Background: an optimization exercise with open tools, aiming at small area, a short achievable clock period and few clock cycles. Do not read the settings as production practice. Where RTL was checked, it was by simulation tests only, not by an equivalence proof against the original.

// geofence
module geofence (clk, reset, X, Y, R, valid, is_inside);
    input clk;
    input reset;
    input [9:0] X;
    input [9:0] Y;
    input [10:0] R;
    output valid;
    output is_inside;
    localparam SORT = 5'd25;
    reg [4:0] cyc;
    reg valid_r;
    reg fb;                  
    reg [1:0] sj;            
    reg [2:0] si;            
    reg [1:0] sph;           
    assign valid = valid_r;
    wire bad;                
    wire sort_done = (cyc == SORT) && (sph == 2'd2) && (sj == 2'd3) && (si == 3'd4);
    reg [4:0] cn;            
    reg [4:0] cw;            
    reg fbn;
    reg [1:0] sjn, sphn;
    reg [2:0] sin;
    always @(*) begin
        if (cyc == 5'd23)
            cn = (fb || !bad) ? 5'd24 : SORT;
        else if (cyc == 5'd24)
            cn = 5'd0;
        else if (cyc == SORT)
            cn = sort_done ? 5'd7 : SORT;
        else
            cn = cyc + 5'd1;
        if (cyc == 5'd24)
            cw = 5'd0;
        else if (cyc == SORT)
            cw = sort_done ? 5'd7 : SORT;
        else
            cw = cyc + 5'd1;
        fbn = (cyc == 5'd23 && !fb && bad) ? 1'b1 : (cyc == 5'd24) ? 1'b0 : fb;
        sphn = 2'd3; sjn = 2'd0; sin = 3'd0;
        if (cyc == SORT) begin
            sphn = (sph == 2'd2) ? 2'd0 : sph + 2'd1;
            sjn = (sph == 2'd2) ? sj + 2'd1 : sj;
            sin = (sph == 2'd2 && sj == 2'd3) ? si + 3'd1 : si;
        end
    end
    always @(posedge clk or posedge reset) begin
        if (reset) begin
  ...
export LEC_CHECK = 0
export CAP_MARGIN = 20
export CORE_MARGIN = 2
export CORE_UTILIZATION = 35
export GPL_ROUTABILITY_DRIVEN = 1
export PLACE_DENSITY = 0.5
export SLEW_MARGIN = 20
create_clock -name core_clock -period 24.0 [get_ports {clk}]
standard.sh (not shown) runs the stock make flow with config.mk's settings and CLKGATE_MAP_FILE= SYNTH_SCRIPT=/design/flow/synth_recipe.tcl, a recipe that flattens the netlist after the stock synthesis.
==> flow/flow/run.sh <==
#!/bin/bash
set -euo pipefail
export SETUP_SLACK_MARGIN=19
bash standard.sh > standard_flow.log 2>&1
The starting point produced a clean layout.
Testbench counts at the start, summed over its fixed seeds: cycles 40,936.
Next try:
==> flow/flow/run.sh (replaced) <==
#!/bin/bash
set -euo pipefail
export SETUP_SLACK_MARGIN=18
bash standard.sh > standard_flow.log 2>&1
The changed run finished with timing, DRC and antenna clean.
Worst setup slack is worse by 8.7 ps.
Cell area came out lower by about 10%.
Final cell count came out lower by 4.1%.
Synthesized area stays the same.
Die area stays the same.


Another version of the RTL of geofence (not shown whole).
Size: ~6200 cells after synthesis, ~730 flip-flops, roughly 35 I/O pins, about 58000 um^2 of cells after synthesis.
clock: 24.0 ns
lec_check: 0
cap_margin: 20
core_margin: 2
core_utilization: 35
gpl_routability_driven: 1
place_density: 0.5
slew_margin: 20
run.sh (not shown) runs the stock make flow with config.mk's settings and CLKGATE_MAP_FILE= SYNTH_SCRIPT=/design/flow/synth_recipe.tcl, a recipe that flattens the netlist after the stock synthesis.
Stock flow here: none of the scripts above is used.
The baseline completed without violations.
Rerun with:
- CAP_MARGIN: 20 -> 80
- SLEW_MARGIN: 20 -> 90
Effect: Now the flow failed in global routing. Synthesized cell count stays the same. Synthesized area does not change.
Function was not checked in any run of this note: the RTL went through the layout flow alone.


Another version of the RTL of geofence (not shown whole).
Size: roughly 6,500 cells after synthesis, about 740 flip-flops, ~35 I/O pins, ~60,000 sq um of cells after synthesis.
Settings: LEC_CHECK=0, CAP_MARGIN=20, CORE_MARGIN=2, CORE_UTILIZATION=35, GPL_ROUTABILITY_DRIVEN=1, PLACE_DENSITY=0.5, SLEW_MARGIN=20; clock period 24.0 ns.
Testbench counts at the start, summed over its fixed seeds: cycles 39,324.
Edit:
==> flow/flow/run.sh (new file) <==
#!/bin/bash
set -euo pipefail
export SETUP_SLACK_MARGIN=18
bash standard.sh > standard_flow.log 2>&1
==> flow/standard.sh (new file) <==
#!/bin/bash
# synth_recipe.tcl (not shown) runs the flow's synth.tcl, then flattens the netlist and writes it again
# the make line also repeats each setting of config.mk as NAME=value (left out here)
make -C /OpenROAD-flow-scripts/flow DESIGN_CONFIG=/design/flow/config.mk WORK_HOME=/design/flow/orfs CLKGATE_MAP_FILE= SYNTH_SCRIPT=/design/flow/synth_recipe.tcl "${@:-finish}"
--- a/flow/config.mk
+++ b/flow/config.mk
@@ -8,6 +8,7 @@
 export CAP_MARGIN = 20
 export CORE_MARGIN = 2
-export CORE_UTILIZATION = 35
+export CORE_UTILIZATION = 45
 export GPL_ROUTABILITY_DRIVEN = 1
-export PLACE_DENSITY = 0.5
+export GPL_TIMING_DRIVEN = 1
+export PLACE_DENSITY = 0.6
 export SLEW_MARGIN = 20
removed: flow/run.sh
Outcome: Core utilization goes up by 12 points. Critical path depth goes down by 1. Clock skew goes up by 0.022 ns. Cell area goes up by 1.7%. Final cell count goes down by 4.3%. Global-route usage goes up by 4.6 points. Maximum frequency goes up by 12%.
Edit:
--- a/flow/config.mk
+++ b/flow/config.mk
@@ -8,7 +8,6 @@
 export CAP_MARGIN = 20
 export CORE_MARGIN = 2
-export CORE_UTILIZATION = 45
+export CORE_UTILIZATION = 35
 export GPL_ROUTABILITY_DRIVEN = 1
-export GPL_TIMING_DRIVEN = 1
-export PLACE_DENSITY = 0.6
+export PLACE_DENSITY = 0.5
 export SLEW_MARGIN = 20
Via count decreases slightly.
Cell area increases slightly.
Register-to-register slack gains 0.06 ns.
Fmax increases slightly.
Edit:
==> flow/flow/run.sh (replaced) <==
#!/bin/bash
set -euo pipefail
export SETUP_SLACK_MARGIN=19
bash standard.sh > standard_flow.log 2>&1
After rerunning: The new run passed the timing, design-rule and antenna checks; sequential share of layout area went down by 0.93 points; routed wire length grows by about 3%; worst setup slack gets worse by 0.0066 ns; non-clock buffer count increases by 155; area after synthesis stays the same; clock-buffer cell count rises by 5; synthesized cell count stays the same; register-to-register slack hardly moves; die area stays the same.


Another version of the RTL of geofence (not shown whole).
For scale: ~6400 cells after synthesis, ~730 flip-flops, ~35 I/O pins, roughly 59000 um2 of cells after synthesis.
==> flow/design.v (excerpt) <==
module geofence (clk, reset, X, Y, R, valid, is_inside);
    input clk;
    input reset;
    input [9:0] X;
    input [9:0] Y;
    input [10:0] R;
    output valid;
    output is_inside;
    localparam SORT = 5'd24;
    reg [4:0] cyc;
    reg valid_r;
    reg fb;                  
    reg [1:0] sj;            
    reg [2:0] si;            
    reg [1:0] sph;           
    assign valid = valid_r;
    wire bad;                
    wire sort_done = (cyc == SORT) && (sph == 2'd2) && (sj == 2'd3) && (si == 3'd4);
    reg [4:0] cn;            
    reg [4:0] cw;            
    reg fbn;
    reg [1:0] sjn, sphn;
    reg [2:0] sin;
    always @(*) begin
        if (cyc == 5'd22)
            cn = (fb || !bad) ? 5'd23 : SORT;
        else if (cyc == 5'd23)
            cn = 5'd0;
        else if (cyc == SORT)
            cn = sort_done ? 5'd7 : SORT;
        else
            cn = cyc + 5'd1;
        if (cyc == 5'd23)
            cw = 5'd0;
        else if (cyc == SORT)
            cw = sort_done ? 5'd7 : SORT;
        else
            cw = cyc + 5'd1;
        fbn = (cyc == 5'd22 && !fb && bad) ? 1'b1 : (cyc == 5'd23) ? 1'b0 : fb;
        sphn = 2'd3; sjn = 2'd0; sin = 3'd0;
        if (cyc == SORT) begin
            sphn = (sph == 2'd2) ? 2'd0 : sph + 2'd1;
            sjn = (sph == 2'd2) ? sj + 2'd1 : sj;
            sin = (sph == 2'd2 && sj == 2'd3) ? si + 3'd1 : si;
        end
    end
    always @(posedge clk or posedge reset) begin
        if (reset) begin
            cyc <= 5'd0;
            valid_r <= 1'b0;
            fb <= 1'b0;
  ...
export LEC_CHECK = 0
export CAP_MARGIN = 20
export CORE_MARGIN = 2
export CORE_UTILIZATION = 35
export GPL_ROUTABILITY_DRIVEN = 1
export PLACE_DENSITY = 0.5
export SLEW_MARGIN = 20
create_clock -name core_clock -period 24.0 [get_ports {clk}]
Stock flow here: none of the scripts above is used.
Testbench counts at the start, summed over its fixed seeds: cycles 39,324.
Rerun with:
CAP_MARGIN = 50   (was 20)
SLEW_MARGIN = 75   (was 20)
What happened: Area after synthesis stays the same. First-iteration DRC count shrinks by about 3.4%. Utilization grows by 1.6 points. Cell area grows by about 4%. Setup slack got worse by 100 ps. Clock skew barely changes.


Another version of the RTL of geofence (not shown whole).
Size: ~6100 cells after synthesis, ~690 flip-flops, roughly 35 I/O pins, ~57000 µm² of cells after synthesis.
Design geofence, start of the top module:
module geofence (clk, reset, X, Y, R, valid, is_inside);
    input clk;
    input reset;
    input [9:0] X;
    input [9:0] Y;
    input [10:0] R;
    output valid;
    output is_inside;
    localparam SORT = 5'd24;
    reg [4:0] cyc;
    reg valid_r;
    reg fb;                  
    reg nonconv;
    reg [1:0] sj;            
    reg [2:0] si;            
    reg [1:0] sph;           
    assign valid = valid_r;
    wire sort_done = (cyc == SORT) && (sph == 2'd2) && (sj == 2'd3) && (si == 3'd4);
    wire bad;                
    always @(posedge clk or posedge reset) begin
        if (reset) begin
            cyc <= 5'd0;
            valid_r <= 1'b0;
            fb <= 1'b0;
            sj <= 2'd0;
            si <= 3'd0;
            sph <= 2'd0;
        end else begin
            valid_r <= (cyc == 5'd22) && (fb || !bad);
            if (cyc == 5'd22)
                cyc <= (fb || !bad) ? 5'd23 : SORT;
            else if (cyc == 5'd23)
                cyc <= 5'd0;
            else if (cyc == SORT)
  ...
==> flow/config.mk <==
export PLATFORM = sky130hd
export DESIGN_NAME = geofence
export DESIGN_NICKNAME = geofence
export VERILOG_FILES = /design/flow/design.v
export SDC_FILE = /design/flow/constraint.sdc
export NUM_CORES = 4
export LEC_CHECK = 0
export CAP_MARGIN = 20
export CORE_MARGIN = 2
export CORE_UTILIZATION = 35
export GPL_ROUTABILITY_DRIVEN = 1
export PLACE_DENSITY = 0.5
export SLEW_MARGIN = 20
==> flow/constraint.sdc <==
create_clock -name core_clock -period 24.0 [get_ports {clk}]
set_input_delay 4.8000 -clock core_clock [delete_from_list [all_inputs] [get_ports {clk}]]
set_output_delay 4.8000 -clock core_clock [all_outputs]
set_load 0.01 [all_outputs]
Change:
--- a/flow/config.mk
+++ b/flow/config.mk
@@ -9,5 +9,6 @@
 export CORE_MARGIN = 2
-export CORE_UTILIZATION = 35
+export CORE_UTILIZATION = 60
 export GPL_ROUTABILITY_DRIVEN = 1
-export PLACE_DENSITY = 0.5
+export GPL_TIMING_DRIVEN = 1
+export PLACE_DENSITY = 0.75
 export SLEW_MARGIN = 20
What happened:
- The changed run passed the timing, design-rule and antenna checks
- count of clock-buffer cells in the layout drops by 7
- sequential share of layout area climbs by 0.48 points
- worst hold slack degrades by 16 ps
- via count climbs by 2.6%
- die area drops by 41%
- fmax drops by 1.3%
- sequential cell count does not change
- wire length drops by 9.0%
- non-clock buffer count climbs by 5
No functional check of the RTL was part of any run of this note.

static timing again, ports no longer ideal:
Ports are ideal in the flow. The routed layouts listed here were re-timed in OpenROAD.
Step 1, drivers: a clkbuf_16 drives clk and a buf_2 each remaining input, both assumed.
Step 2 times the ports against the registers' clock, not the clock port: input delays grow and output delays shrink by t, the midpoint of the rising clock arrivals with the driver on.
Slacks: ideal / step 1 / step 2; pairs: ideal / step 1.
run | t (ns) | setup WS [ns] | hold WS [ns]
the first run of note 1 | 0.765 | 17.958 / 17.873 / 18.025 | 0.324 / 0.324 / 0.324
the second run of note 1 | 0.780 | 17.950 / 17.862 / 17.319 | 0.319 / 0.319 / 0.319
the first run of note 2 | 0.770 | 16.414 / 16.414 / 16.359 | 0.313 / 0.313 / 0.313
the first run of note 3 | 0.776 | 16.886 / 16.886 / 16.886 | 0.322 / 0.322 / 0.322
the second run of note 3 | 0.779 | 17.660 / 17.660 / 17.367 | 0.289 / 0.289 / 0.289
the third run of note 3 | 0.789 | 17.722 / 17.722 / 17.336 | 0.313 / 0.313 / 0.313
the fourth run of note 3 | 0.788 | 17.716 / 17.716 / 17.716 | 0.305 / 0.305 / 0.305
the first run of note 4 | 0.772 | 16.750 / 16.804 / 16.032 | 0.317 / 0.317 / 0.317
the second run of note 4 | 0.761 | 16.647 / 16.647 / 16.230 | 0.325 / 0.325 / 0.325
the first run of note 5 | 0.760 | 15.310 / 15.310 / 15.310 | 0.321 / 0.321 / 0.321
the second run of note 5 | 0.707 | 15.192 / 15.192 / 15.192 | 0.306 / 0.306 / 0.306
After both steps setup and hold are still met in every run listed. For the first run of note 4, which loses most, drivers alone change the setup slack by +0.054 ns; drivers and shift together by -0.718 ns.
